This is an optimization exercise on Yosys and OpenROAD, whose aim is small area, not a production implementation.
RTL that was checked went through simulation tests only; none was proved equivalent to the original.
For run 1, only the layout was checked, not whether the RTL still works.

## flow/design.v (module list and top-level ports; edited modules follow where they fit)
// module CORDIC_COS_SIN: 1620 lines
module CORDIC_COS_SIN #(
    parameter DATA_WIDTH = 16,
    parameter PHASE_WIDTH = 32,
    parameter STAGE = 16
) (
    input clk,
    input rst,
    input en,
    input mode,
    input signed [DATA_WIDTH-1:0] x0,
    input signed [DATA_WIDTH-1:0] y0,
    input signed [PHASE_WIDTH-1:0] phase,
    output valid,
    output [DATA_WIDTH:0] cos,
    output [DATA_WIDTH:0] sin
);
  // ...
==> flow/run.sh <==
#!/bin/bash
# synth_recipe.tcl (not shown) runs the flow's synth.tcl, then flattens the netlist and writes it again
# the make line also repeats each setting of config.mk as NAME=value (left out here)
make -C /OpenROAD-flow-scripts/flow DESIGN_CONFIG=/design/flow/config.mk WORK_HOME=/design/flow/orfs CLKGATE_MAP_FILE= SYNTH_SCRIPT=/design/flow/synth_recipe.tcl finish
==> flow/config.mk <==
export PLATFORM = sky130hd
export DESIGN_NAME = CORDIC_COS_SIN
export DESIGN_NICKNAME = CORDIC_COS_SIN
export VERILOG_FILES = /design/flow/design.v
export SDC_FILE = /design/flow/constraint.sdc
export NUM_CORES = 4
export LEC_CHECK = 0
export ABC_AREA = 1
export CAP_MARGIN = 20
export CORE_MARGIN = 2
export CORE_UTILIZATION = 55
export CTS_BUF_LIST = sky130_fd_sc_hd__clkbuf_4 sky130_fd_sc_hd__clkbuf_8
export CTS_CLUSTER_DIAMETER = 60
export CTS_CLUSTER_SIZE = 30
export GPL_TIMING_DRIVEN = 0
export SETUP_SLACK_MARGIN = -0.1
export SLEW_MARGIN = 20
==> flow/constraint.sdc <==
create_clock -name core_clock -period 5.0 [get_ports {clk}]
set_input_delay 1.0000 -clock core_clock [delete_from_list [all_inputs] [get_ports {clk}]]
set_output_delay 1.0000 -clock core_clock [all_outputs]
set_load 0.01 [all_outputs]
==> reports/metrics.csv, run 1 <==
stage;metric;value;unit
critical_path;RR Endpoint;xr6[16]$_DFF_P_;
clock_network;Post-CTS Hold Fix Bufs;0;
synthesis;Synthesized Nets;4691;
critical_path;Critical Path End Type;register;
routing;WL/cell;13.44;um
final_layout;Filler cells;5240;
grt;first-pass GRT wire length;114.2;mm
sta;Layout Skew;30.20;ps
final_layout;inverter count;723;
final_layout;fin nets;4946;
clock_network;total CTS buffers;34;
routing;vias;25820;
synthesis;mux share of post-synthesis cell area;0.0006208;
critical_path;Req. time, crit path;5510;ps
critical_path;Worst path slowest cell;dfxtp_2;
routing;WL met1;31.20;mm
final_layout;Area-dominant class;multi-input gates;
clock_network;setup bufs post-CTS;23;
final_layout;fraction of area in multi-input gates;0.6288;
floorplanning;height of the chip;246.1;um
synthesis;Synth Area in Compound Gates;0.09273;
synthesis;dominant synthesized flop cell;dfxtp_1;
synthesis;Synth Area per Inst;7.810;um^2
critical_path;CP arrival;5410;ps
outcome;status;no timing/DRC/antenna violations;
clock_network;CTS tree;done;
grt;met2 Use GR;0.4135;
final_layout;clk_buf instances;38;
final_layout;final std cells w/o fill;5173;
==> run 2, diff against run 1 <==
--- a/flow/design.v
+++ b/flow/design.v
@@ -788,43 +788,64 @@
 wire xa9_G4 = (xa9_g[5] | (xa9_p[5] & xa9_g[4]));
 wire xa9_P4 = xa9_p[5] & xa9_p[4];
 assign xa9_c[6] = xa9_G4 | (xa9_P4 & xa9_c[4]);
 assign xa9_c[7] = xa9_g[6] | (xa9_p[6] & xa9_c[6]);
 wire xa9_G6 = (xa9_g[7] | (xa9_p[7] & xa9_g[6]));
 wire xa9_P6 = xa9_p[7] & xa9_p[6];
 assign xa9_c[8] = xa9_G6 | (xa9_P6 & xa9_c[6]);
 wire xa9_sg = y8[16];
-wire [16:8] xa9_or, xa9_and;
-assign xa9_or[8] = xa9_c[8];
-assign xa9_and[8] = xa9_c[8];
-assign xa9_or[9] = xa9_or[8] | x8[8];
-assign xa9_and[9] = xa9_and[8] & x8[8];
-assign xa9_c[9] = xa9_sg ? xa9_or[9] : xa9_and[9];
-assign xa9_or[10] = xa9_or[9] | x8[9];
-assign xa9_and[10] = xa9_and[9] & x8[9];
-assign xa9_c[10] = xa9_sg ? xa9_or[10] : xa9_and[10];
-assign xa9_or[11] = xa9_or[10] | x8[10];
-assign xa9_and[11] = xa9_and[10] & x8[10];
-assign xa9_c[11] = xa9_sg ? xa9_or[11] : xa9_and[11];
-assign xa9_or[12] = xa9_or[11] | x8[11];
-assign xa9_and[12] = xa9_and[11] & x8[11];
-assign xa9_c[12] = xa9_sg ? xa9_or[12] : xa9_and[12];
-assign xa9_or[13] = xa9_or[12] | x8[12];
-assign xa9_and[13] = xa9_and[12] & x8[12];
-assign xa9_c[13] = xa9_sg ? xa9_or[13] : xa9_and[13];
-assign xa9_or[14] = xa9_or[13] | x8[13];
-assign xa9_and[14] = xa9_and[13] & x8[13];
-assign xa9_c[14] = xa9_sg ? xa9_or[14] : xa9_and[14];
-assign xa9_or[15] = xa9_or[14] | x8[14];
-assign xa9_and[15] = xa9_and[14] & x8[14];
-assign xa9_c[15] = xa9_sg ? xa9_or[15] : xa9_and[15];
-assign xa9_or[16] = xa9_or[15] | x8[15];
-assign xa9_and[16] = xa9_and[15] & x8[15];
-assign xa9_c[16] = xa9_sg ? xa9_or[16] : xa9_and[16];
+wire xa9_or0_1 = x8[9] | x8[8];
+wire xa9_or0_3 = x8[11] | x8[10];
+wire xa9_or0_5 = x8[13] | x8[12];
+wire xa9_or0_7 = x8[15] | x8[14];
+wire xa9_or1_2 = x8[10] | xa9_or0_1;
+wire xa9_or1_3 = xa9_or0_3 | xa9_or0_1;
+wire xa9_or1_6 = x8[14] | xa9_or0_5;
+wire xa9_or1_7 = xa9_or0_7 | xa9_or0_5;
+wire xa9_or2_4 = x8[12] | xa9_or1_3;
+wire xa9_or2_5 = xa9_or0_5 | xa9_or1_3;
+wire xa9_or2_6 = xa9_or1_6 | xa9_or1_3;
+wire xa9_or2_7 = xa9_or1_7 | xa9_or1_3;
+wire xa9_OR9 = x8[8];
+wire xa9_OR10 = xa9_or0_1;
+wire xa9_OR11 = xa9_or1_2;
+wire xa9_OR12 = xa9_or1_3;
+wire xa9_OR13 = xa9_or2_4;
+wire xa9_OR14 = xa9_or2_5;
+wire xa9_OR15 = xa9_or2_6;
+wire xa9_OR16 = xa9_or2_7;
+wire xa9_and0_1 = x8[9] & x8[8];
+wire xa9_and0_3 = x8[11] & x8[10];
+wire xa9_and0_5 = x8[13] & x8[12];
+wire xa9_and0_7 = x8[15] & x8[14];
+wire xa9_and1_2 = x8[10] & xa9_and0_1;
+wire xa9_and1_3 = xa9_and0_3 & xa9_and0_1;
+wire xa9_and1_6 = x8[14] & xa9_and0_5;
+wire xa9_and1_7 = xa9_and0_7 & xa9_and0_5;
+wire xa9_and2_4 = x8[12] & xa9_and1_3;
+wire xa9_and2_5 = xa9_and0_5 & xa9_and1_3;
+wire xa9_and2_6 = xa9_and1_6 & xa9_and1_3;
+wire xa9_and2_7 = xa9_and1_7 & xa9_and1_3;
+wire xa9_AND9 = x8[8];
+wire xa9_AND10 = xa9_and0_1;
+wire xa9_AND11 = xa9_and1_2;
+wire xa9_AND12 = xa9_and1_3;
+wire xa9_AND13 = xa9_and2_4;
+wire xa9_AND14 = xa9_and2_5;
+wire xa9_AND15 = xa9_and2_6;
+wire xa9_AND16 = xa9_and2_7;
+assign xa9_c[9] = xa9_sg ? (xa9_c[8] | xa9_OR9) : (xa9_c[8] & xa9_AND9);
+assign xa9_c[10] = xa9_sg ? (xa9_c[8] | xa9_OR10) : (xa9_c[8] & xa9_AND10);
+assign xa9_c[11] = xa9_sg ? (xa9_c[8] | xa9_OR11) : (xa9_c[8] & xa9_AND11);
+assign xa9_c[12] = xa9_sg ? (xa9_c[8] | xa9_OR12) : (xa9_c[8] & xa9_AND12);
+assign xa9_c[13] = xa9_sg ? (xa9_c[8] | xa9_OR13) : (xa9_c[8] & xa9_AND13);
+assign xa9_c[14] = xa9_sg ? (xa9_c[8] | xa9_OR14) : (xa9_c[8] & xa9_AND14);
+assign xa9_c[15] = xa9_sg ? (xa9_c[8] | xa9_OR15) : (xa9_c[8] & xa9_AND15);
+assign xa9_c[16] = xa9_sg ? (xa9_c[8] | xa9_OR16) : (xa9_c[8] & xa9_AND16);
 wire [16:0] xa9 = xa9_p[16:0] ^ xa9_c[16:0];
 wire [16:0] y9_b = {~x8[16], ~x8[16], ~x8[16], ~x8[16], ~x8[16], ~x8[16], ~x8[16], ~x8[16], ~x8[16], ~x8[15], ~x8[14], ~x8[13], ~x8[12], ~x8[11], ~x8[10], ~x8[9], ~x8[8]};
 wire [16:0] y9_p = y8 ^ y9_b, y9_g = y8 & y9_b;
 wire [17:0] y9_c;
 assign y9_c[0] = z8[9];
 assign y9_c[1] = y9_g[0] | (y9_p[0] & y9_c[0]);
 wire y9_G0 = (y9_g[1] | (y9_p[1] & y9_g[0]));
 wire y9_P0 = y9_p[1] & y9_p[0];
@@ -837,43 +858,64 @@
 wire y9_G4 = (y9_g[5] | (y9_p[5] & y9_g[4]));
 wire y9_P4 = y9_p[5] & y9_p[4];
 assign y9_c[6] = y9_G4 | (y9_P4 & y9_c[4]);
 assign y9_c[7] = y9_g[6] | (y9_p[6] & y9_c[6]);
 wire y9_G6 = (y9_g[7] | (y9_p[7] & y9_g[6]));
 wire y9_P6 = y9_p[7] & y9_p[6];
 assign y9_c[8] = y9_G6 | (y9_P6 & y9_c[6]);
 wire y9_sg = ~x8[16];
-wire [16:8] y9_or, y9_and;
-assign y9_or[8] = y9_c[8];
-assign y9_and[8] = y9_c[8];
-assign y9_or[9] = y9_or[8] | y8[8];
-assign y9_and[9] = y9_and[8] & y8[8];
-assign y9_c[9] = y9_sg ? y9_or[9] : y9_and[9];
-assign y9_or[10] = y9_or[9] | y8[9];
-assign y9_and[10] = y9_and[9] & y8[9];
-assign y9_c[10] = y9_sg ? y9_or[10] : y9_and[10];
-assign y9_or[11] = y9_or[10] | y8[10];
-assign y9_and[11] = y9_and[10] & y8[10];
-assign y9_c[11] = y9_sg ? y9_or[11] : y9_and[11];
-assign y9_or[12] = y9_or[11] | y8[11];
-assign y9_and[12] = y9_and[11] & y8[11];
-assign y9_c[12] = y9_sg ? y9_or[12] : y9_and[12];
-assign y9_or[13] = y9_or[12] | y8[12];
-assign y9_and[13] = y9_and[12] & y8[12];
-assign y9_c[13] = y9_sg ? y9_or[13] : y9_and[13];
-assign y9_or[14] = y9_or[13] | y8[13];
-assign y9_and[14] = y9_and[13] & y8[13];
-assign y9_c[14] = y9_sg ? y9_or[14] : y9_and[14];
-assign y9_or[15] = y9_or[14] | y8[14];
-assign y9_and[15] = y9_and[14] & y8[14];
-assign y9_c[15] = y9_sg ? y9_or[15] : y9_and[15];
-assign y9_or[16] = y9_or[15] | y8[15];
-assign y9_and[16] = y9_and[15] & y8[15];
-assign y9_c[16] = y9_sg ? y9_or[16] : y9_and[16];
+wire y9_or0_1 = y8[9] | y8[8];
+wire y9_or0_3 = y8[11] | y8[10];
+wire y9_or0_5 = y8[13] | y8[12];
+wire y9_or0_7 = y8[15] | y8[14];
+wire y9_or1_2 = y8[10] | y9_or0_1;
+wire y9_or1_3 = y9_or0_3 | y9_or0_1;
+wire y9_or1_6 = y8[14] | y9_or0_5;
+wire y9_or1_7 = y9_or0_7 | y9_or0_5;
+wire y9_or2_4 = y8[12] | y9_or1_3;
+wire y9_or2_5 = y9_or0_5 | y9_or1_3;
+wire y9_or2_6 = y9_or1_6 | y9_or1_3;
+wire y9_or2_7 = y9_or1_7 | y9_or1_3;
+wire y9_OR9 = y8[8];
+wire y9_OR10 = y9_or0_1;
+wire y9_OR11 = y9_or1_2;
+wire y9_OR12 = y9_or1_3;
+wire y9_OR13 = y9_or2_4;
+wire y9_OR14 = y9_or2_5;
+wire y9_OR15 = y9_or2_6;
+wire y9_OR16 = y9_or2_7;
+wire y9_and0_1 = y8[9] & y8[8];
+wire y9_and0_3 = y8[11] & y8[10];
+wire y9_and0_5 = y8[13] & y8[12];
+wire y9_and0_7 = y8[15] & y8[14];
+wire y9_and1_2 = y8[10] & y9_and0_1;
+wire y9_and1_3 = y9_and0_3 & y9_and0_1;
+wire y9_and1_6 = y8[14] & y9_and0_5;
+wire y9_and1_7 = y9_and0_7 & y9_and0_5;
+wire y9_and2_4 = y8[12] & y9_and1_3;
+wire y9_and2_5 = y9_and0_5 & y9_and1_3;
+wire y9_and2_6 = y9_and1_6 & y9_and1_3;
+wire y9_and2_7 = y9_and1_7 & y9_and1_3;
+wire y9_AND9 = y8[8];
+wire y9_AND10 = y9_and0_1;
+wire y9_AND11 = y9_and1_2;
+wire y9_AND12 = y9_and1_3;
+wire y9_AND13 = y9_and2_4;
+wire y9_AND14 = y9_and2_5;
+wire y9_AND15 = y9_and2_6;
+wire y9_AND16 = y9_and2_7;
+assign y9_c[9] = y9_sg ? (y9_c[8] | y9_OR9) : (y9_c[8] & y9_AND9);
+assign y9_c[10] = y9_sg ? (y9_c[8] | y9_OR10) : (y9_c[8] & y9_AND10);
+assign y9_c[11] = y9_sg ? (y9_c[8] | y9_OR11) : (y9_c[8] & y9_AND11);
+assign y9_c[12] = y9_sg ? (y9_c[8] | y9_OR12) : (y9_c[8] & y9_AND12);
+assign y9_c[13] = y9_sg ? (y9_c[8] | y9_OR13) : (y9_c[8] & y9_AND13);
+assign y9_c[14] = y9_sg ? (y9_c[8] | y9_OR14) : (y9_c[8] & y9_AND14);
+assign y9_c[15] = y9_sg ? (y9_c[8] | y9_OR15) : (y9_c[8] & y9_AND15);
+assign y9_c[16] = y9_sg ? (y9_c[8] | y9_OR16) : (y9_c[8] & y9_AND16);
 wire [16:0] y9 = y9_p[16:0] ^ y9_c[16:0];
 wire [10:0] z9_f = {{1{z8[9]}}, z8} + (z8[9] ? 11'd229 : -11'd229);
 wire [8:0] z9 = z9_f[8:0];
 wire [16:0] x9 = xa9 ^ {17{z8[9] ^ z9[8]}};
 reg [16:0] xr5, yr5;
 reg [8:0] zr5;
 always @(posedge clk) begin
     xr5 <= x9;
@@ -993,49 +1035,76 @@
 wire xa11_G2 = (xa11_g[3] | (xa11_p[3] & xa11_g[2]));
 wire xa11_P2 = xa11_p[3] & xa11_p[2];
 assign xa11_c[4] = xa11_G2 | (xa11_P2 & xa11_c[2]);
 assign xa11_c[5] = xa11_g[4] | (xa11_p[4] & xa11_c[4]);
 wire xa11_G4 = (xa11_g[5] | (xa11_p[5] & xa11_g[4]));
 wire xa11_P4 = xa11_p[5] & xa11_p[4];
 assign xa11_c[6] = xa11_G4 | (xa11_P4 & xa11_c[4]);
 wire xa11_sg = y10[16];
-wire [16:6] xa11_or, xa11_and;
-assign xa11_or[6] = xa11_c[6];
-assign xa11_and[6] = xa11_c[6];
-assign xa11_or[7] = xa11_or[6] | x10[6];
-assign xa11_and[7] = xa11_and[6] & x10[6];
-assign xa11_c[7] = xa11_sg ? xa11_or[7] : xa11_and[7];
-assign xa11_or[8] = xa11_or[7] | x10[7];
-assign xa11_and[8] = xa11_and[7] & x10[7];
-assign xa11_c[8] = xa11_sg ? xa11_or[8] : xa11_and[8];
-assign xa11_or[9] = xa11_or[8] | x10[8];
-assign xa11_and[9] = xa11_and[8] & x10[8];
-assign xa11_c[9] = xa11_sg ? xa11_or[9] : xa11_and[9];
-assign xa11_or[10] = xa11_or[9] | x10[9];
-assign xa11_and[10] = xa11_and[9] & x10[9];
-assign xa11_c[10] = xa11_sg ? xa11_or[10] : xa11_and[10];
-assign xa11_or[11] = xa11_or[10] | x10[10];
-assign xa11_and[11] = xa11_and[10] & x10[10];
-assign xa11_c[11] = xa11_sg ? xa11_or[11] : xa11_and[11];
-assign xa11_or[12] = xa11_or[11] | x10[11];
-assign xa11_and[12] = xa11_and[11] & x10[11];
-assign xa11_c[12] = xa11_sg ? xa11_or[12] : xa11_and[12];
-assign xa11_or[13] = xa11_or[12] | x10[12];
-assign xa11_and[13] = xa11_and[12] & x10[12];
-assign xa11_c[13] = xa11_sg ? xa11_or[13] : xa11_and[13];
-assign xa11_or[14] = xa11_or[13] | x10[13];
-assign xa11_and[14] = xa11_and[13] & x10[13];
-assign xa11_c[14] = xa11_sg ? xa11_or[14] : xa11_and[14];
-assign xa11_or[15] = xa11_or[14] | x10[14];
-assign xa11_and[15] = xa11_and[14] & x10[14];
-assign xa11_c[15] = xa11_sg ? xa11_or[15] : xa11_and[15];
-assign xa11_or[16] = xa11_or[15] | x10[15];
-assign xa11_and[16] = xa11_and[15] & x10[15];
-assign xa11_c[16] = xa11_sg ? xa11_or[16] : xa11_and[16];
+wire xa11_or0_1 = x10[7] | x10[6];
+wire xa11_or0_3 = x10[9] | x10[8];
+wire xa11_or0_5 = x10[11] | x10[10];
+wire xa11_or0_7 = x10[13] | x10[12];
+wire xa11_or0_9 = x10[15] | x10[14];
+wire xa11_or1_2 = x10[8] | xa11_or0_1;
+wire xa11_or1_3 = xa11_or0_3 | xa11_or0_1;
+wire xa11_or1_6 = x10[12] | xa11_or0_5;
+wire xa11_or1_7 = xa11_or0_7 | xa11_or0_5;
+wire xa11_or2_4 = x10[10] | xa11_or1_3;
+wire xa11_or2_5 = xa11_or0_5 | xa11_or1_3;
+wire xa11_or2_6 = xa11_or1_6 | xa11_or1_3;
+wire xa11_or2_7 = xa11_or1_7 | xa11_or1_3;
+wire xa11_or3_8 = x10[14] | xa11_or2_7;
+wire xa11_or3_9 = xa11_or0_9 | xa11_or2_7;
+wire xa11_OR7 = x10[6];
+wire xa11_OR8 = xa11_or0_1;
+wire xa11_OR9 = xa11_or1_2;
+wire xa11_OR10 = xa11_or1_3;
+wire xa11_OR11 = xa11_or2_4;
+wire xa11_OR12 = xa11_or2_5;
+wire xa11_OR13 = xa11_or2_6;
+wire xa11_OR14 = xa11_or2_7;
+wire xa11_OR15 = xa11_or3_8;
+wire xa11_OR16 = xa11_or3_9;
+wire xa11_and0_1 = x10[7] & x10[6];
+wire xa11_and0_3 = x10[9] & x10[8];
+wire xa11_and0_5 = x10[11] & x10[10];
+wire xa11_and0_7 = x10[13] & x10[12];
+wire xa11_and0_9 = x10[15] & x10[14];
+wire xa11_and1_2 = x10[8] & xa11_and0_1;
+wire xa11_and1_3 = xa11_and0_3 & xa11_and0_1;
+wire xa11_and1_6 = x10[12] & xa11_and0_5;
+wire xa11_and1_7 = xa11_and0_7 & xa11_and0_5;
+wire xa11_and2_4 = x10[10] & xa11_and1_3;
+wire xa11_and2_5 = xa11_and0_5 & xa11_and1_3;
+wire xa11_and2_6 = xa11_and1_6 & xa11_and1_3;
+wire xa11_and2_7 = xa11_and1_7 & xa11_and1_3;
+wire xa11_and3_8 = x10[14] & xa11_and2_7;
+wire xa11_and3_9 = xa11_and0_9 & xa11_and2_7;
+wire xa11_AND7 = x10[6];
+wire xa11_AND8 = xa11_and0_1;
+wire xa11_AND9 = xa11_and1_2;
+wire xa11_AND10 = xa11_and1_3;
+wire xa11_AND11 = xa11_and2_4;
+wire xa11_AND12 = xa11_and2_5;
+wire xa11_AND13 = xa11_and2_6;
+wire xa11_AND14 = xa11_and2_7;
+wire xa11_AND15 = xa11_and3_8;
+wire xa11_AND16 = xa11_and3_9;
+assign xa11_c[7] = xa11_sg ? (xa11_c[6] | xa11_OR7) : (xa11_c[6] & xa11_AND7);
+assign xa11_c[8] = xa11_sg ? (xa11_c[6] | xa11_OR8) : (xa11_c[6] & xa11_AND8);
+assign xa11_c[9] = xa11_sg ? (xa11_c[6] | xa11_OR9) : (xa11_c[6] & xa11_AND9);
+assign xa11_c[10] = xa11_sg ? (xa11_c[6] | xa11_OR10) : (xa11_c[6] & xa11_AND10);
+assign xa11_c[11] = xa11_sg ? (xa11_c[6] | xa11_OR11) : (xa11_c[6] & xa11_AND11);
+assign xa11_c[12] = xa11_sg ? (xa11_c[6] | xa11_OR12) : (xa11_c[6] & xa11_AND12);
+assign xa11_c[13] = xa11_sg ? (xa11_c[6] | xa11_OR13) : (xa11_c[6] & xa11_AND13);
+assign xa11_c[14] = xa11_sg ? (xa11_c[6] | xa11_OR14) : (xa11_c[6] & xa11_AND14);
+assign xa11_c[15] = xa11_sg ? (xa11_c[6] | xa11_OR15) : (xa11_c[6] & xa11_AND15);
+assign xa11_c[16] = xa11_sg ? (xa11_c[6] | xa11_OR16) : (xa11_c[6] & xa11_AND16);
 wire [16:0] xa11 = xa11_p[16:0] ^ xa11_c[16:0];
 wire [16:0] y11_b = {~x10[16], ~x10[16], ~x10[16], ~x10[16], ~x10[16], ~x10[16], ~x10[16], ~x10[16], ~x10[16], ~x10[16], ~x10[16], ~x10[15], ~x10[14], ~x10[13], ~x10[12], ~x10[11], ~x10[10]};
 wire [16:0] y11_p = y10 ^ y11_b, y11_g = y10 & y11_b;
 wire [17:0] y11_c;
 assign y11_c[0] = z10[7];
 assign y11_c[1] = y11_g[0] | (y11_p[0] & y11_c[0]);
 wire y11_G0 = (y11_g[1] | (y11_p[1] & y11_g[0]));
 wire y11_P0 = y11_p[1] & y11_p[0];
@@ -1044,49 +1113,76 @@
 wire y11_G2 = (y11_g[3] | (y11_p[3] & y11_g[2]));
 wire y11_P2 = y11_p[3] & y11_p[2];
 assign y11_c[4] = y11_G2 | (y11_P2 & y11_c[2]);
 assign y11_c[5] = y11_g[4] | (y11_p[4] & y11_c[4]);
 wire y11_G4 = (y11_g[5] | (y11_p[5] & y11_g[4]));
 wire y11_P4 = y11_p[5] & y11_p[4];
 assign y11_c[6] = y11_G4 | (y11_P4 & y11_c[4]);
 wire y11_sg = ~x10[16];
-wire [16:6] y11_or, y11_and;
-assign y11_or[6] = y11_c[6];
-assign y11_and[6] = y11_c[6];
-assign y11_or[7] = y11_or[6] | y10[6];
-assign y11_and[7] = y11_and[6] & y10[6];
-assign y11_c[7] = y11_sg ? y11_or[7] : y11_and[7];
-assign y11_or[8] = y11_or[7] | y10[7];
-assign y11_and[8] = y11_and[7] & y10[7];
-assign y11_c[8] = y11_sg ? y11_or[8] : y11_and[8];
-assign y11_or[9] = y11_or[8] | y10[8];
-assign y11_and[9] = y11_and[8] & y10[8];
-assign y11_c[9] = y11_sg ? y11_or[9] : y11_and[9];
-assign y11_or[10] = y11_or[9] | y10[9];
-assign y11_and[10] = y11_and[9] & y10[9];
-assign y11_c[10] = y11_sg ? y11_or[10] : y11_and[10];
-assign y11_or[11] = y11_or[10] | y10[10];
-assign y11_and[11] = y11_and[10] & y10[10];
-assign y11_c[11] = y11_sg ? y11_or[11] : y11_and[11];
-assign y11_or[12] = y11_or[11] | y10[11];
-assign y11_and[12] = y11_and[11] & y10[11];
-assign y11_c[12] = y11_sg ? y11_or[12] : y11_and[12];
-assign y11_or[13] = y11_or[12] | y10[12];
-assign y11_and[13] = y11_and[12] & y10[12];
-assign y11_c[13] = y11_sg ? y11_or[13] : y11_and[13];
-assign y11_or[14] = y11_or[13] | y10[13];
-assign y11_and[14] = y11_and[13] & y10[13];
-assign y11_c[14] = y11_sg ? y11_or[14] : y11_and[14];
-assign y11_or[15] = y11_or[14] | y10[14];
-assign y11_and[15] = y11_and[14] & y10[14];
-assign y11_c[15] = y11_sg ? y11_or[15] : y11_and[15];
-assign y11_or[16] = y11_or[15] | y10[15];
-assign y11_and[16] = y11_and[15] & y10[15];
-assign y11_c[16] = y11_sg ? y11_or[16] : y11_and[16];
+wire y11_or0_1 = y10[7] | y10[6];
+wire y11_or0_3 = y10[9] | y10[8];
+wire y11_or0_5 = y10[11] | y10[10];
+wire y11_or0_7 = y10[13] | y10[12];
+wire y11_or0_9 = y10[15] | y10[14];
+wire y11_or1_2 = y10[8] | y11_or0_1;
+wire y11_or1_3 = y11_or0_3 | y11_or0_1;
+wire y11_or1_6 = y10[12] | y11_or0_5;
+wire y11_or1_7 = y11_or0_7 | y11_or0_5;
+wire y11_or2_4 = y10[10] | y11_or1_3;
+wire y11_or2_5 = y11_or0_5 | y11_or1_3;
+wire y11_or2_6 = y11_or1_6 | y11_or1_3;
+wire y11_or2_7 = y11_or1_7 | y11_or1_3;
+wire y11_or3_8 = y10[14] | y11_or2_7;
+wire y11_or3_9 = y11_or0_9 | y11_or2_7;
+wire y11_OR7 = y10[6];
+wire y11_OR8 = y11_or0_1;
+wire y11_OR9 = y11_or1_2;
+wire y11_OR10 = y11_or1_3;
+wire y11_OR11 = y11_or2_4;
+wire y11_OR12 = y11_or2_5;
+wire y11_OR13 = y11_or2_6;
+wire y11_OR14 = y11_or2_7;
+wire y11_OR15 = y11_or3_8;
+wire y11_OR16 = y11_or3_9;
+wire y11_and0_1 = y10[7] & y10[6];
+wire y11_and0_3 = y10[9] & y10[8];
+wire y11_and0_5 = y10[11] & y10[10];
+wire y11_and0_7 = y10[13] & y10[12];
+wire y11_and0_9 = y10[15] & y10[14];
+wire y11_and1_2 = y10[8] & y11_and0_1;
+wire y11_and1_3 = y11_and0_3 & y11_and0_1;
+wire y11_and1_6 = y10[12] & y11_and0_5;
+wire y11_and1_7 = y11_and0_7 & y11_and0_5;
+wire y11_and2_4 = y10[10] & y11_and1_3;
+wire y11_and2_5 = y11_and0_5 & y11_and1_3;
+wire y11_and2_6 = y11_and1_6 & y11_and1_3;
+wire y11_and2_7 = y11_and1_7 & y11_and1_3;
+wire y11_and3_8 = y10[14] & y11_and2_7;
+wire y11_and3_9 = y11_and0_9 & y11_and2_7;
+wire y11_AND7 = y10[6];
+wire y11_AND8 = y11_and0_1;
+wire y11_AND9 = y11_and1_2;
+wire y11_AND10 = y11_and1_3;
+wire y11_AND11 = y11_and2_4;
+wire y11_AND12 = y11_and2_5;
+wire y11_AND13 = y11_and2_6;
+wire y11_AND14 = y11_and2_7;
+wire y11_AND15 = y11_and3_8;
+wire y11_AND16 = y11_and3_9;
+assign y11_c[7] = y11_sg ? (y11_c[6] | y11_OR7) : (y11_c[6] & y11_AND7);
+assign y11_c[8] = y11_sg ? (y11_c[6] | y11_OR8) : (y11_c[6] & y11_AND8);
+assign y11_c[9] = y11_sg ? (y11_c[6] | y11_OR9) : (y11_c[6] & y11_AND9);
+assign y11_c[10] = y11_sg ? (y11_c[6] | y11_OR10) : (y11_c[6] & y11_AND10);
+assign y11_c[11] = y11_sg ? (y11_c[6] | y11_OR11) : (y11_c[6] & y11_AND11);
+assign y11_c[12] = y11_sg ? (y11_c[6] | y11_OR12) : (y11_c[6] & y11_AND12);
+assign y11_c[13] = y11_sg ? (y11_c[6] | y11_OR13) : (y11_c[6] & y11_AND13);
+assign y11_c[14] = y11_sg ? (y11_c[6] | y11_OR14) : (y11_c[6] & y11_AND14);
+assign y11_c[15] = y11_sg ? (y11_c[6] | y11_OR15) : (y11_c[6] & y11_AND15);
+assign y11_c[16] = y11_sg ? (y11_c[6] | y11_OR16) : (y11_c[6] & y11_AND16);
 wire [16:0] y11 = y11_p[16:0] ^ y11_c[16:0];
 wire [8:0] z11_f = {{1{z10[7]}}, z10} + (z10[7] ? 9'd57 : -9'd57);
 wire [6:0] z11 = z11_f[6:0];
 wire [16:0] x11 = xa11 ^ {17{z10[7] ^ z11[6]}};
 reg [16:0] xr6, yr6;
 reg [6:0] zr6;
 always @(posedge clk) begin
     xr6 <= x11;
--- a/flow/config.mk
+++ b/flow/config.mk
@@ -8,10 +8,9 @@
 export ABC_AREA = 1
 export CAP_MARGIN = 20
 export CORE_MARGIN = 2
 export CORE_UTILIZATION = 55
 export CTS_BUF_LIST = sky130_fd_sc_hd__clkbuf_4 sky130_fd_sc_hd__clkbuf_8
 export CTS_CLUSTER_DIAMETER = 60
 export CTS_CLUSTER_SIZE = 30
 export GPL_TIMING_DRIVEN = 0
-export SETUP_SLACK_MARGIN = -0.1
 export SLEW_MARGIN = 20
==> reports/metrics.csv, run 2 <==
stage;metric;value;unit;change
sta;final hold vios;0;;unchanged
routing;WL final;69.66;mm;was 69.51 mm
sta;final worst path period share;0.9673;;was 0.9799
final_layout;most frequent cells in the layout;nand2_1, inv_1, xor2_1, dfxtp_1, ha_1;;was inv_1, nand2_1, xor2_1, dfxtp_1, ha_1
floorplanning;IO Count;103;;unchanged
placement;Post-DP HPWL;56.91;mm;was 56.13 mm
grt;first-pass GRT wire length;116.0;mm;was 114.2 mm
critical_path;Req. time, crit path;5510;ps;about the same
sta;Pins Over Slew Limit;0;;unchanged
floorplanning;Cell Rows;89;;was 88
synthesis;synth unique cells;60;;was 64
sta;RSZ-0062 raised after global routing;yes;;unchanged
final_layout;proportion of layout cells with a drive suffix above 1;0.09442;;was 0.1246
grt;pin count of the biggest net entering global routing;25;;was 23
critical_path;type of origin of the critical path;register;;unchanged
sta;min cycle time layout;4836;ps;was 4899 ps
critical_path;RR Endpoint;xr2[13]$_DFF_P_;;was xr6[16]$_DFF_P_
final_layout;most common cell after layout, fill and taps aside;nand2_1;;was inv_1
floorplanning;DIE AREA;0.06135;mm^2;was 0.06058 mm^2
routing;vias;26530;;was 25,820
synthesis;Yosys top cell area share;0.2145;;was 0.2173
sta;Layout Skew;38.71;ps;was 30.20 ps
synthesis;Async SR Flop Fraction;0.02235;;unchanged
grt;All-Layer GR Usage;0.2270;;was 0.2266
synthesis;Synth Area per Inst;7.656;um^2;was 7.810 um^2
outcome;status;no timing/DRC/antenna violations;;unchanged
synthesis;top post-synthesis cells by count;nand2_1, inv_1, xor2_1;;was inv_1, nand2_1, xor2_1
clock_network;clock latency on the worst-skew pair;650;ps;was 620 ps
placement;Inst Count DP;5134;;was 4,988
sta;FMAX;0.2068;GHz;was 0.2041 GHz
synthesis;Post-Synthesis Cells;4266;;was 4,129
sta;Worst-Margin Slew;1033;ps;was 894.8 ps
critical_path;slowest cell delay on critical path;400;ps;was 360 ps
synthesis;top cells by area, synth;dfxtp_1, xor2_1, ha_1;;unchanged
synthesis;dominant synthesized flop cell;dfxtp_1;;unchanged
placement;routability cong.;0.8757;;was 0.8692
sta;Worst slew margin;0.3093;;was 0.4015
clock_network;Post-CTS Hold Fix Bufs;0;;unchanged
placement;number of buffer cells added on primary ports;95;;was 94
routing;Post-route DRC;0;;unchanged
routing;vias per cell;5.029;;was 4.992
synthesis;most numerous cell in the Yosys netlist;nand2_1;;was inv_1
final_layout;Util after Layout;0.6350;;was 0.6488
worst_hold_path;Hold WC Path Type;reg2reg;;unchanged
clock_network;H-Tree Level Count;2;;unchanged
routing;WL/cell;13.21;um;was 13.44 um
synthesis;post-synthesis sequential area ratio;0.2207;;was 0.2235
grt;vias in the first global route;25110;;was 24,500
clock_network;Max Root-Sink Buffers;3;;unchanged
floorplanning;height of the chip;247.7;um;was 246.1 um
critical_path;R2R setup slack;160;ps;was 100 ps
grt;GRT overflow;0;;unchanged
worst_hold_path;worst min-delay path startpoint;zr2[0]$_DFF_P_;;unchanged
synthesis;largest area contributor in the netlist;dfxtp_1;;unchanged
worst_hold_path;Worst Hold End;zr3[0]$_DFF_P_;;unchanged
routing;DRT antenna net count;0;;unchanged
clock_network;CTS root buffer;clkbuf_8;;unchanged
critical_path;reg2reg start;zr1[16]$_DFF_P_;;was xr5[10]$_DFF_P_
critical_path;kind of critical path;reg2reg;;unchanged
routing;DR pass1 iterations;5;;unchanged
synthesis;Ys Warns;1;;unchanged
critical_path;Critical Path End Type;register;;unchanged
grt;initial antenna violation count;0;;was 1
sta;setup violators final;0;;unchanged
floorplanning;Core Box Area;0.05891;mm^2;was 0.05781 mm^2
clock_network;clk slew on worst S/H paths;110;ps;about the same
floorplanning;die width;247.7;um;was 246.1 um
final_layout;fin nets;5034;;was 4,946
synthesis;Yosys reg bits;358;;unchanged
floorplanning;initial cell density of the core;0.5544;;was 0.5579
synthesis;Post-synth EDFFs;0;;unchanged
clock_network;total CTS buffers;38;;was 34
worst_hold_path;hold depth;0;;unchanged
synthesis;Synthesized Nets;4829;;was 4,691
critical_path;R2R depth;29;;was 36
clock_network;CTS tree;done;;unchanged
critical_path;CP Max Fanout;5;;was 4
routing;DR iter-0 viols;1099;;was 948
clock_network;Sink Count;358;;unchanged
sta;Setup TNS;0;ps;unchanged
synthesis;cell area after synthesis;0.03266;mm^2;was 0.03225 mm^2
final_layout;ant diodes;0;;was 1
final_layout;Area Growth Syn to Fin;14.53;%;was 16.31%
critical_path;Worst path slowest cell;dfxtp_4;;was dfxtp_2
critical_path;CP arrival;5350;ps;was 5410 ps
sta;Fin Hold WS;343.3;ps;was 339.5 ps
final_layout;final std cells w/o fill;5274;;was 5,173
job;max-cap violations;0;;unchanged
[run 2: cell count changes after synthesis, moves of 11 or more]
| cell | before | now |
|---|---|---|
| nand2_1 | 693 | 835 |
| nor2_1 | 226 | 209 |
| o21ai_0 | 184 | 206 |
| nand3_1 | 188 | 238 |
| inv_2 | 16 | 5 |
| o21ai_1 | 21 | 10 |
[run 2: cell families (layout without fill, tap and decap cells)]
kind of cell	after synthesis	after routing	share of synthesized area
xor gates and xnor gates	704	704	0.1920
and+or+nand+nor	1434	1434	0.1855
buffers and inverters	754	989	0.08899
adders and majority gates	495	495	0.2243
DFF	358	358	0.2207
AOI/OAI and AO/OA	521	521	0.08853
[run 2: what timing repair did]
action / CTS / global route
resized for setup: 72 / 239
buffers inserted: 15 / 57
endpoints found under the hold margin: 0 / 0
endpoints found under the setup margin: 121 / 125
pin swaps: 7 / 54
[run 2: final cells by class]
cell class                      count  area, um^2
Tap cell                          773       967.2
Clock buffer                       39       536.8
Buffer                             47       307.8
Fill cell                        5498       21500
Inverter                          705        2663
Timing Repair Buffer              167        1523
Multi-Input combinational cell   3154       23730
Sequential cell                   358        7239
Clock inverter                     31       444.2
[run 2: worst max-delay path: cells and delay by family (launching register included)]
family | cells | cell delay, ps
AOI/OAI and AO/OA | 3 | 450
xor gates and xnor gates | 4 | 640
adders and majority gates | 4 | 1230
buffers and inverters | 8 | 960
DFF | 1 | 400
and+or+nand+nor | 10 | 1050
[run 2: metal layers]
metal	up-vias	GRT usage	share of wire
met1	12190	0.2798	0.44
met2	289	0.4175	0.51
met3	97	0.02628	0.026
li1	13950	-	-
met5	-	0	0
met4	0	0.05918	0.022
[run 2: stage by stage]
stage	instance area (um^2)	setup WS [ps]
floorplan	32660	140.9
global placement	34580	-1059
detailed placement	34580	-1084
CTS	35980	8.832
global route	37410	-109.1
finish	37410	163.6
[run 2: worst max path at each step]
stage / startpoint / to / slack, ps / cells past startpoint
after detailed placement: phase[31] / xr1[15]$_DFF_P_ / -1080 / 22
final: zr1[16]$_DFF_P_ / xr2[13]$_DFF_P_ / 160 / 29
after global routing: zr1[16]$_DFF_P_ / xr2[13]$_DFF_P_ / -110 / 28
after CTS: yr8[14]$_DFF_P_ / cos[15] / 9 / 25
after global placement: phase[31] / xr1[15]$_DFF_P_ / -1060 / 22
after floorplan: zr1[16]$_DFF_P_ / xr2[13]$_DFF_P_ / 140 / 27
==> run 3, diff against run 2 <==
--- a/flow/config.mk
+++ b/flow/config.mk
@@ -15,2 +15,3 @@
 export GPL_TIMING_DRIVEN = 0
+export SETUP_SLACK_MARGIN = -0.1
 export SLEW_MARGIN = 20
==> reports/metrics.csv, run 3 <==
stage;metric;value;unit;change
routing;vias per cell;5.009;;was 5.029
synthesis;Yosys top cell area share;0.2145;;unchanged
clock_network;Max Root-Sink Buffers;3;;unchanged
synthesis;Yosys reg bits;358;;unchanged
outcome;status;no timing/DRC/antenna violations;;unchanged
critical_path;slowest cell delay on critical path;410;ps;was 400 ps
synthesis;dominant synthesized flop cell;dfxtp_1;;unchanged
sta;RSZ-0062 raised after global routing;yes;;unchanged
sta;setup violators final;0;;unchanged
routing;WL/cell;13.15;um;was 13.21 um
critical_path;type of origin of the critical path;register;;unchanged
final_layout;most frequent cells in the layout;nand2_1, inv_1, xor2_1, dfxtp_1, ha_1;;unchanged
final_layout;fin nets;5001;;was 5,034
job;max-cap violations;0;;unchanged
clock_network;H-Tree Level Count;2;;unchanged
clock_network;clock latency on the worst-skew pair;640;ps;was 650 ps
floorplanning;die width;247.7;um;unchanged
critical_path;reg2reg start;xr3[5]$_DFF_P_;;was zr1[16]$_DFF_P_
placement;placed inst area;0.03458;mm^2;about the same
synthesis;post-synthesis sequential area ratio;0.2207;;unchanged
routing;Met3 Wirelength;1.545;mm;was 1.826 mm
sta;Layout Skew;49.36;ps;was 38.71 ps
routing;DRT antenna net count;0;;unchanged
floorplanning;Core Box Area;0.05891;mm^2;unchanged
synthesis;top cells by area, synth;dfxtp_1, xor2_1, ha_1;;unchanged
grt;pin count of the biggest net entering global routing;24;;was 25
grt;GRT overflow;0;;unchanged
floorplanning;initial cell density of the core;0.5544;;unchanged
critical_path;CP Max Fanout;3;;was 5
clock_network;total CTS buffers;37;;was 38
critical_path;CP arrival;5390;ps;was 5350 ps
synthesis;largest area contributor in the netlist;dfxtp_1;;unchanged
final_layout;Area Growth Syn to Fin;12.89;%;was 14.53%
routing;DR iter-0 viols;969;;was 1,099
worst_hold_path;Worst Hold End;zr3[0]$_DFF_P_;;unchanged
routing;DR top layer;met4;;unchanged
synthesis;synth unique cells;60;;unchanged
synthesis;cell area after synthesis;0.03266;mm^2;unchanged
final_layout;multi-input logic area;0.02353;mm^2;was 0.02373 mm^2
synthesis;Synth Area per Inst;7.656;um^2;unchanged
floorplanning;Cell Rows;89;;unchanged
critical_path;Critical Path Most Common Cell;nand2_1;;
synthesis;most numerous cell in the Yosys netlist;nand2_1;;unchanged
sta;FMAX;0.2078;GHz;was 0.2068 GHz
critical_path;Critical Path End Type;register;;unchanged
grt;initial antenna violation count;1;;was 0
final_layout;proportion of layout cells with a drive suffix above 1;0.07661;;was 0.09442
critical_path;Req. time, crit path;5580;ps;was 5510 ps
floorplanning;height of the chip;247.7;um;unchanged
sta;min cycle time layout;4813;ps;was 4836 ps
synthesis;Post-Synthesis Cells;4266;;unchanged
critical_path;worst path buffer plus inverter count;2;;was 8
routing;DR WL met2;34.87;mm;was 35.44 mm
synthesis;Post-synth EDFFs;0;;unchanged
critical_path;RR Endpoint;xr4[13]$_DFF_P_;;was xr2[13]$_DFF_P_
floorplanning;DIE AREA;0.06135;mm^2;unchanged
clock_network;Post-CTS Hold Fix Bufs;0;;unchanged
routing;vias;26240;;was 26,530
synthesis;Ys Warns;1;;unchanged
placement;Inst Count DP;5134;;unchanged
synthesis;Async SR Flop Fraction;0.02235;;unchanged
routing;DR pass1 iterations;5;;unchanged
routing;Post-route DRC;0;;unchanged
worst_hold_path;worst min-delay path startpoint;zr2[0]$_DFF_P_;;unchanged
critical_path;Worst path slowest cell;fa_1;;was dfxtp_4
routing;WL final;68.88;mm;was 69.66 mm
grt;first-pass GRT wire length;115.7;mm;was 116.0 mm
placement;Post-DP HPWL;56.79;mm;was 56.91 mm
critical_path;kind of critical path;reg2reg;;unchanged
sta;Pins Over Slew Limit;0;;unchanged
floorplanning;IO Count;103;;unchanged
final_layout;area occupied by registers;0.007239;mm^2;unchanged
placement;routability cong.;0.8777;;was 0.8757
clock_network;clk slew on worst S/H paths;120;ps;was 110 ps
worst_hold_path;Hold WC Path Type;reg2reg;;unchanged
clock_network;CTS tree;done;;unchanged
worst_hold_path;hold depth;0;;unchanged
routing;WL met1;30.83;mm;was 30.84 mm
sta;Worst slew margin;0.3071;;was 0.3093
sta;final hold vios;0;;unchanged
clock_network;Sink Count;358;;unchanged
clock_network;CTS root buffer;clkbuf_8;;unchanged
final_layout;fin area;0.03687;mm^2;was 0.03741 mm^2
synthesis;Synthesized Nets;4829;;unchanged
placement;number of buffer cells added on primary ports;95;;unchanged
final_layout;most common cell after layout, fill and taps aside;nand2_1;;unchanged
sta;Worst-Margin Slew;1036;ps;was 1033 ps
critical_path;R2R setup slack;190;ps;was 160 ps
grt;vias in the first global route;25060;;was 25,110
critical_path;R2R depth;27;;was 29
final_layout;Filler cells;5515;;was 5,498
critical_path;CP delay by family, top;compound AO/OA/AOI/OAI gates;;was adder cells
final_layout;final std cells w/o fill;5238;;was 5,274
synthesis;top post-synthesis cells by count;nand2_1, inv_1, xor2_1;;unchanged
grt;All-Layer GR Usage;0.2266;;was 0.2270
sta;final worst path period share;0.9626;;was 0.9673
## run 3: cell types whose count changed in the layout (fill, tap and decap cells not counted), sizes merged, moves of 2 or more
cell	change
inv	-10
bufinv	+2
buf	-35
clkinv	+4
clkdlybuf4s50	+3
## run 3: through the flow
| stage | TNS [ps] | hold slack [ps] | utilization | setup slack [ps] |
|---|---|---|---|---|
| after floorplan | -97.25 | 309.6 | - | -83.57 |
| after global placement | -55740 | 316.6 | 0.5870 | -1090 |
| after detailed placement | -60260 | 317.9 | 0.5870 | -1120 |
| after CTS | -1131 | 341.8 | 0.6069 | -97.71 |
| after global routing | -5261 | 354.6 | 0.6259 | -204.4 |
| final | 0 | 336.9 | 0.6259 | 186.9 |
## run 3: per-layer routing
| layer | up-vias | GRT usage |
|---|---|---|
| li1 | 13900 | - |
| met1 | 11990 | 0.2789 |
| met2 | 249 | 0.4173 |
| met3 | 100 | 0.02292 |
| met4 | 0 | 0.06411 |
| met5 | - | 0 |
## run 3: repair_timing
item	in CTS	in global routing
endpoints found under the setup margin	118	123
gates resized for setup	51	201
buffers inserted	7	32
pin swaps	3	33
hold endpoints to repair	0	0
## run 3: logic make-up (layout without fill, tap and decap cells)
| group | count (synthesis) | count (layout) | synth area share |
|---|---|---|---|
| and+or+nand+nor | 1434 | 1434 | 0.1855 |
| buffers and inverters | 754 | 952 | 0.08899 |
| xor gates and xnor gates | 704 | 704 | 0.1920 |
| AOI/OAI and AO/OA | 521 | 521 | 0.08853 |
| adders and majority gates | 495 | 495 | 0.2243 |
| DFF | 358 | 358 | 0.2207 |
| other | 0 | 1 | 0 |
## run 3: area by class of cell
cell class	instances	area share
Antenna cell	1	0.00006787
Buffer	48	0.008043
Clock buffer	37	0.01381
Clock inverter	28	0.01089
Inverter	705	0.07215
Multi-Input combinational cell	3154	0.6381
Sequential cell	358	0.1963
Tap cell	773	0.02623
Timing Repair Buffer	134	0.03438
## run 3: how the worst max path moves through the flow
| stage | start | end | slack, ps | depth (start not counted) |
|---|---|---|---|---|
| after detailed placement | phase[31] | xr1[15]$_DFF_P_ | -1120 | 22 |
| after global placement | phase[31] | xr1[15]$_DFF_P_ | -1090 | 22 |
| after floorplan | zr1[16]$_DFF_P_ | xr2[13]$_DFF_P_ | -80 | 27 |
| after global routing | xr3[5]$_DFF_P_ | xr4[14]$_DFF_P_ | -200 | 28 |
| after CTS | zr4[10]$_DFF_P_ | xr5[15]$_DFF_P_ | -100 | 27 |
| final | xr3[5]$_DFF_P_ | xr4[13]$_DFF_P_ | 190 | 27 |
==> run 4, diff against run 3 <==
--- a/flow/config.mk
+++ b/flow/config.mk
@@ -10,3 +10,3 @@
 export CORE_MARGIN = 2
-export CORE_UTILIZATION = 55
+export CORE_UTILIZATION = 50
 export CTS_BUF_LIST = sky130_fd_sc_hd__clkbuf_4 sky130_fd_sc_hd__clkbuf_8
==> reports/metrics.csv, run 4 <==
stage;metric;value;unit;change
outcome;status;no timing/DRC/antenna violations;;unchanged
synthesis;most numerous cell in the Yosys netlist;nand2_1;;unchanged
clock_network;CTS root buffer;clkbuf_8;;unchanged
final_layout;fin nets;5020;;was 5,001
routing;DR pass1 iterations;5;;unchanged
critical_path;CP arrival;5320;ps;was 5390 ps
floorplanning;height of the chip;259.6;um;was 247.7 um
grt;vias in the first global route;24800;;was 25,060
critical_path;kind of critical path;reg2reg;;unchanged
final_layout;final std cells w/o fill;5339;;was 5,238
routing;DRT antenna net count;0;;unchanged
clock_network;total CTS buffers;37;;unchanged
synthesis;synth unique cells;60;;unchanged
sta;final hold vios;0;;unchanged
synthesis;post-synthesis sequential area ratio;0.2207;;unchanged
routing;DR iter-0 viols;978;;was 969
sta;Setup TNS;0;ps;unchanged
sta;setup violators final;0;;unchanged
critical_path;worst path buffer plus inverter count;6;;was 2
worst_hold_path;worst min-delay path startpoint;zr2[0]$_DFF_P_;;unchanged
clock_network;clock latency on the worst-skew pair;640;ps;about the same
sta;min cycle time layout;4834;ps;was 4813 ps
floorplanning;die width;259.6;um;was 247.7 um
sta;RSZ-0062 raised after global routing;yes;;unchanged
worst_hold_path;Worst Hold End;zr3[0]$_DFF_P_;;unchanged
critical_path;CP Max Fanout;8;;was 3
clock_network;CTS tree;done;;unchanged
worst_hold_path;Hold WC Path Type;reg2reg;;unchanged
synthesis;Yosys top cell area share;0.2145;;unchanged
synthesis;dominant synthesized flop cell;dfxtp_1;;unchanged
placement;Inst Count DP;5216;;was 5,134
synthesis;largest area contributor in the netlist;dfxtp_1;;unchanged
worst_hold_path;hold depth;0;;unchanged
routing;WL final;68.46;mm;was 68.88 mm
grt;initial antenna violation count;1;;unchanged
synthesis;Synthesized Nets;4829;;unchanged
clock_network;Max Root-Sink Buffers;3;;unchanged
critical_path;Req. time, crit path;5490;ps;was 5580 ps
synthesis;Post-Synthesis Cells;4266;;unchanged
clock_network;H-Tree Level Count;2;;unchanged
final_layout;most common cell after layout, fill and taps aside;nand2_1;;unchanged
routing;Post-route DRC;0;;unchanged
synthesis;Post-synth EDFFs;0;;unchanged
critical_path;R2R depth;29;;was 27
synthesis;Async SR Flop Fraction;0.02235;;unchanged
final_layout;Area Growth Syn to Fin;13.25;%;was 12.89%
synthesis;Yosys reg bits;358;;unchanged
grt;pin count of the biggest net entering global routing;21;;was 24
final_layout;proportion of layout cells with a drive suffix above 1;0.08121;;was 0.07661
sta;Layout Skew;56.38;ps;was 49.36 ps
sta;Worst-Margin Slew;1015;ps;was 1036 ps
floorplanning;IO Count;103;;unchanged
critical_path;Critical Path Most Common Cell;nand2_1;;unchanged
sta;Pins Over Slew Limit;0;;unchanged
placement;routability cong.;0.8875;;was 0.8777
clock_network;Sink Count;358;;unchanged
synthesis;Ys Warns;1;;unchanged
routing;vias;26140;;was 26,240
critical_path;reg2reg start;zr1[16]$_DFF_P_;;was xr3[5]$_DFF_P_
synthesis;top post-synthesis cells by count;nand2_1, inv_1, xor2_1;;unchanged
sta;final worst path period share;0.9668;;was 0.9626
critical_path;Worst path slowest cell;dfxtp_4;;was fa_1
sta;Fin Hold WS;338.7;ps;was 336.9 ps
critical_path;type of origin of the critical path;register;;unchanged
placement;Post-DP HPWL;56.52;mm;was 56.79 mm
sta;setup ws final;166.2;ps;was 186.9 ps
critical_path;CP delay by family, top;adder cells;;was compound AO/OA/AOI/OAI gates
routing;vias per cell;4.896;;was 5.009
sta;FMAX;0.2069;GHz;was 0.2078 GHz
synthesis;cell area after synthesis;0.03266;mm^2;unchanged
floorplanning;Core Box Area;0.06446;mm^2;was 0.05891 mm^2
placement;placement-stage worst setup slack;-1115;ps;was -1120 ps
critical_path;R2R setup slack;170;ps;was 190 ps
floorplanning;Cell Rows;93;;was 89
final_layout;most frequent cells in the layout;nand2_1, inv_1, xor2_1, dfxtp_1, ha_1;;unchanged
synthesis;Synth Area per Inst;7.656;um^2;unchanged
grt;first-pass GRT wire length;115.1;mm;was 115.7 mm
floorplanning;DIE AREA;0.06738;mm^2;was 0.06135 mm^2
critical_path;RR Endpoint;xr2[13]$_DFF_P_;;was xr4[13]$_DFF_P_
job;max-cap violations;0;;unchanged
clock_network;clk slew on worst S/H paths;110;ps;was 120 ps
floorplanning;initial cell density of the core;0.5067;;was 0.5544
sta;Worst slew margin;0.3210;;was 0.3071
critical_path;slowest cell delay on critical path;420;ps;was 410 ps
routing;WL/cell;12.82;um;was 13.15 um
critical_path;Critical Path End Type;register;;unchanged
grt;GRT overflow;0;;unchanged
placement;number of buffer cells added on primary ports;95;;unchanged
synthesis;top cells by area, synth;dfxtp_1, xor2_1, ha_1;;unchanged
grt;All-Layer GR Usage;0.2031;;was 0.2266
[run 4: cell counts after synthesis]
Identical to the previous run, type by type.
[run 4: worst max path at each step]
stage | from | end | cells past startpoint
after floorplan | zr1[16]$_DFF_P_ | xr2[13]$_DFF_P_ | 27
after global placement | phase[31] | xr1[15]$_DFF_P_ | 22
after global routing | zr1[16]$_DFF_P_ | xr2[16]$_DFF_P_ | 34
after CTS | zr1[16]$_DFF_P_ | xr2[13]$_DFF_P_ | 28
final | zr1[16]$_DFF_P_ | xr2[13]$_DFF_P_ | 29
after detailed placement | phase[31] | xr1[15]$_DFF_P_ | 21
[run 4: cells by family (layout without fill, tap and decap cells)]
logic type | count (synthesis) | after routing | share of synthesized area
simple gates | 1434 | 1434 | 0.1855
other cells | 0 | 2 | 0
xor+xnor | 704 | 704 | 0.1920
buf+inv | 754 | 970 | 0.08899
flops | 358 | 358 | 0.2207
fa+ha+maj | 495 | 495 | 0.2243
compound gates | 521 | 521 | 0.08853
[run 4: cell type report]
type | count | area (um^2)
diodes | 2 | 5.005
plain buffers | 47 | 285.3
clock buffers | 38 | 523.0
clock inverters | 26 | 309.0
fillers | 6234 | 27480
inverters | 705 | 2660
multi-input cells | 3154 | 23490
flip-flops and latches | 358 | 7236
well taps | 855 | 1070
repair buffers | 154 | 1415
[run 4: worst register-to-register path, delay by kind of cell (launching register included)]
family / cells / cell delay, ps
simple gates: 11 / 1010
buf+inv: 6 / 750
compound gates: 4 / 680
fa+ha+maj: 4 / 1160
flops: 1 / 420
xor+xnor: 4 / 700
[run 4: routing by layer]
metal	track usage	wire (um)	vias to the layer above
li1	-	-	13920
met1	0.2489	30490	11890
met2	0.3784	34950	234
met3	0.02027	1488	97
met4	0.05077	1532	0
met5	0	0	-
[run 4: timing repair]
action	CTS	global route
endpoints found under the setup margin	113	125
setup buffers	10	49
endpoints found under the hold margin	0	0
pin swaps	4	37
resized for setup	48	200
hold buffers	0	0
[run 4: through the flow]
stage / util / area [um^2]
after floorplan: - / 32660
after global routing: 0.5738 / 36990
final: 0.5738 / 36990
after detailed placement: 0.5380 / 34680
after global placement: 0.5380 / 34680
after CTS: 0.5551 / 35780
==> run 5, diff against run 4 <==
==> flow/flow/run.sh (new file) <==
#!/bin/bash
set -euo pipefail
bash standard.sh BUFFER_PORTS_ARGS="-buffer_cell sky130_fd_sc_hd__buf_2" finish > standard_flow.log 2>&1
==> flow/standard.sh (new file) <==
#!/bin/bash
# synth_recipe.tcl (not shown) runs the flow's synth.tcl, then flattens the netlist and writes it again
# the make line also repeats each setting of config.mk as NAME=value (left out here)
make -C /OpenROAD-flow-scripts/flow DESIGN_CONFIG=/design/flow/config.mk WORK_HOME=/design/flow/orfs CLKGATE_MAP_FILE= SYNTH_SCRIPT=/design/flow/synth_recipe.tcl "${@:-finish}"
--- a/flow/config.mk
+++ b/flow/config.mk
@@ -10,3 +10,3 @@
 export CORE_MARGIN = 2
-export CORE_UTILIZATION = 50
+export CORE_UTILIZATION = 55
 export CTS_BUF_LIST = sky130_fd_sc_hd__clkbuf_4 sky130_fd_sc_hd__clkbuf_8
removed: flow/run.sh
==> reports/metrics.csv, run 5 <==
stage;metric;value;unit;change
synthesis;top cells by area, synth;dfxtp_1, xor2_1, ha_1;;unchanged
synthesis;Async SR Flop Fraction;0.02235;;unchanged
placement;routability cong.;0.8594;;was 0.8875
clock_network;total CTS buffers;37;;unchanged
critical_path;Worst Setup SP;zr4[10]$_DFF_P_;;was zr1[16]$_DFF_P_
final_layout;most frequent cells in the layout;nand2_1, inv_1, xor2_1, dfxtp_1, ha_1;;unchanged
routing;DR pass1 iterations;7;;was 5
floorplanning;die width;247.7;um;was 259.6 um
critical_path;Critical Path End Type;register;;unchanged
synthesis;Yosys top cell area share;0.2145;;unchanged
sta;final worst path period share;0.9575;;was 0.9668
clock_network;clock latency on the worst-skew pair;640;ps;about the same
routing;vias per cell;4.972;;was 4.896
sta;RSZ-0062 raised after global routing;yes;;unchanged
synthesis;Synthesized Nets;4829;;unchanged
critical_path;type of origin of the critical path;register;;unchanged
floorplanning;initial cell density of the core;0.5544;;was 0.5067
placement;number of buffer cells added on primary ports;95;;unchanged
critical_path;Worst path slowest cell;dfxtp_4;;unchanged
clock_network;clk slew on worst S/H paths;100;ps;was 110 ps
synthesis;Yosys reg bits;358;;unchanged
final_layout;most common cell after layout, fill and taps aside;nand2_1;;unchanged
final_layout;proportion of layout cells with a drive suffix above 1;0.09685;;was 0.08121
routing;DRT antenna net count;0;;unchanged
outcome;status;no timing/DRC/antenna violations;;unchanged
sta;setup ws final;212.5;ps;was 166.2 ps
clock_network;Post-CTS Hold Fix Bufs;0;;unchanged
routing;vias;26130;;was 26,140
routing;Post-route DRC;0;;unchanged
routing;WL/cell;13.07;um;was 12.82 um
critical_path;CP delay by family, top;compound AO/OA/AOI/OAI gates;;was adder cells
floorplanning;height of the chip;247.7;um;was 259.6 um
grt;initial antenna violation count;1;;unchanged
grt;pin count of the biggest net entering global routing;23;;was 21
sta;Worst-Margin Slew;1033;ps;was 1015 ps
synthesis;Post-synth EDFFs;0;;unchanged
sta;Fin Hold WS;277.3;ps;was 338.7 ps
job;max-cap violations;0;;unchanged
routing;DR iter-0 viols;950;;was 978
synthesis;most numerous cell in the Yosys netlist;nand2_1;;unchanged
sta;setup violators final;0;;unchanged
synthesis;Post-Synthesis Cells;4266;;unchanged
synthesis;top post-synthesis cells by count;nand2_1, inv_1, xor2_1;;unchanged
synthesis;dominant synthesized flop cell;dfxtp_1;;unchanged
clock_network;H-Tree Level Count;2;;unchanged
grt;All-Layer GR Usage;0.2253;;was 0.2031
sta;min cycle time layout;4787;ps;was 4834 ps
critical_path;slowest cell delay on critical path;430;ps;was 420 ps
critical_path;CP Max Fanout;10;;was 8
final_layout;fin nets;5016;;was 5,020
final_layout;Area Growth Syn to Fin;11.61;%;was 13.25%
synthesis;cell area after synthesis;0.03266;mm^2;unchanged
clock_network;CTS root buffer;clkbuf_8;;unchanged
floorplanning;Core Box Area;0.05891;mm^2;was 0.06446 mm^2
critical_path;worst path buffer plus inverter count;8;;was 6
clock_network;Sink Count;358;;unchanged
grt;first-pass GRT wire length;114.7;mm;was 115.1 mm
critical_path;kind of critical path;reg2reg;;unchanged
sta;Worst slew margin;0.3093;;was 0.3210
sta;final hold vios;0;;unchanged
floorplanning;DIE AREA;0.06135;mm^2;was 0.06738 mm^2
synthesis;Synth Area per Inst;7.656;um^2;unchanged
sta;FMAX;0.2089;GHz;was 0.2069 GHz
clock_network;Max Root-Sink Buffers;3;;unchanged
grt;GRT overflow;0;;unchanged
synthesis;post-synthesis sequential area ratio;0.2207;;unchanged
clock_network;CTS tree;done;;unchanged
floorplanning;IO Count;103;;unchanged
grt;vias in the first global route;24770;;was 24,800
critical_path;CP arrival;5320;ps;about the same
critical_path;reg2reg start;zr4[10]$_DFF_P_;;was zr1[16]$_DFF_P_
critical_path;Req. time, crit path;5530;ps;was 5490 ps
placement;placement-stage worst setup slack;-1118;ps;was -1115 ps
worst_hold_path;Hold WC Path Type;in2async;;was reg2reg
placement;Post-DP HPWL;56.67;mm;was 56.52 mm
sta;Layout Skew;36.92;ps;was 56.38 ps
sta;Pins Over Slew Limit;0;;unchanged
routing;WL final;68.71;mm;was 68.46 mm
floorplanning;Cell Rows;89;;was 93
synthesis;synth unique cells;60;;unchanged
synthesis;Ys Warns;1;;unchanged
critical_path;Critical Path Most Common Cell;a31oi_4;;was nand2_1
synthesis;largest area contributor in the netlist;dfxtp_1;;unchanged
run 5: cell counts after synthesis:
Identical to the previous run, type by type.
run 5: path summary, 6_finish.rpt:
kind	slack, ps	cells past startpoint	endpoint
min in group core_clock	340	0	zr3[0]$_DFF_P_
min	280	2	vld[3]$_DFF_PP0_
max reg2reg	210	27	xr5[15]$_DFF_P_
max	210	27	xr5[15]$_DFF_P_
min reg2reg	340	0	zr3[0]$_DFF_P_
max in group asynchronous	4500	2	vld[7]$_DFF_PP0_
run 5: stage by stage:
stage | instance area, um^2 | TNS [ps] | utilization | cells
after detailed placement | 34100 | -58020 | 0.5789 | 5134
after global placement | 34100 | -52840 | 0.5789 | 5134
after global routing | 36450 | -5461 | 0.6188 | 5255
final | 36450 | 0 | 0.6188 | 5255
after floorplan | 32660 | -97.25 | - | 4266
after CTS | 35290 | -2069 | 0.5991 | 5207
run 5: timing repair:
item                                    CTS  global route
buffers inserted                          7            48
pin swaps                                 3            38
resized for setup                        42           173
endpoints found under the setup margin  116           134
run 5: logic make-up (layout without fill, tap and decap cells):
kind of cell / after synthesis / after routing / synth area share
other: 0 / 1 / 0
AO/OA/AOI/OAI: 521 / 521 / 0.08853
adder cells (fa/ha/maj): 495 / 495 / 0.2243
XOR/XNOR: 704 / 704 / 0.1920
buffers and inverters: 754 / 969 / 0.08899
AND/OR/NAND/NOR: 1434 / 1434 / 0.1855
flip-flops: 358 / 358 / 0.2207
run 5: cell type report:
class	instances	area [um^2]
Multi-Input combinational cell	3154	23460
Fill cell	5617	22450
Sequential cell	358	7233
Inverter	705	2664
Tap cell	773	967.2
Timing Repair Buffer	150	889.6
Clock buffer	38	523.0
Clock inverter	29	430.4
Buffer	47	286.5
Antenna cell	1	2.502
run 5: metal layers:
metal  track usage  up-vias  part of all wire
li1              -    13920                 -
met1        0.2746    11890              0.45
met2        0.4201      239              0.51
met3       0.02163       89             0.022
met4       0.06129        0             0.022
met5             0        -                 0

what the ideal ports hide:
No port has a modelled driver above. Below, the same layouts with a new extraction and two added sets of constraints. Step 1 sets driving cells, clkbuf_16 on the clock port and buf_2 on the other inputs (assumed; they add their load-dependent delay and slew). Step 2 also shifts input and output timing later by t, the mid clock arrival at the registers, as if the neighbouring blocks saw the same clock. Three values: ideal ports, drivers, drivers and shift; two values: the first two.
run | shift t [ns] | slack for setup (ns) | worst hold slack (ns)
run 1 | 0.663 | 0.101 / 0.101 / -0.279 | 0.339 / 0.339 / 0.339
run 2 | 0.685 | 0.164 / 0.164 / -0.318 | 0.343 / 0.343 / 0.343
run 3 | 0.665 | 0.187 / 0.187 / -0.361 | 0.337 / 0.337 / 0.337
run 4 | 0.670 | 0.166 / 0.166 / -0.376 | 0.339 / 0.339 / 0.339
run 5 | 0.674 | 0.213 / 0.213 / -0.285 | 0.277 / 0.241 / 0.341
With both steps, setup timing fails in every run listed, where it was met with ideal ports. For run 3, which loses most, drivers alone change the setup slack by 0.000 ns; drivers and shift together by -0.548 ns.
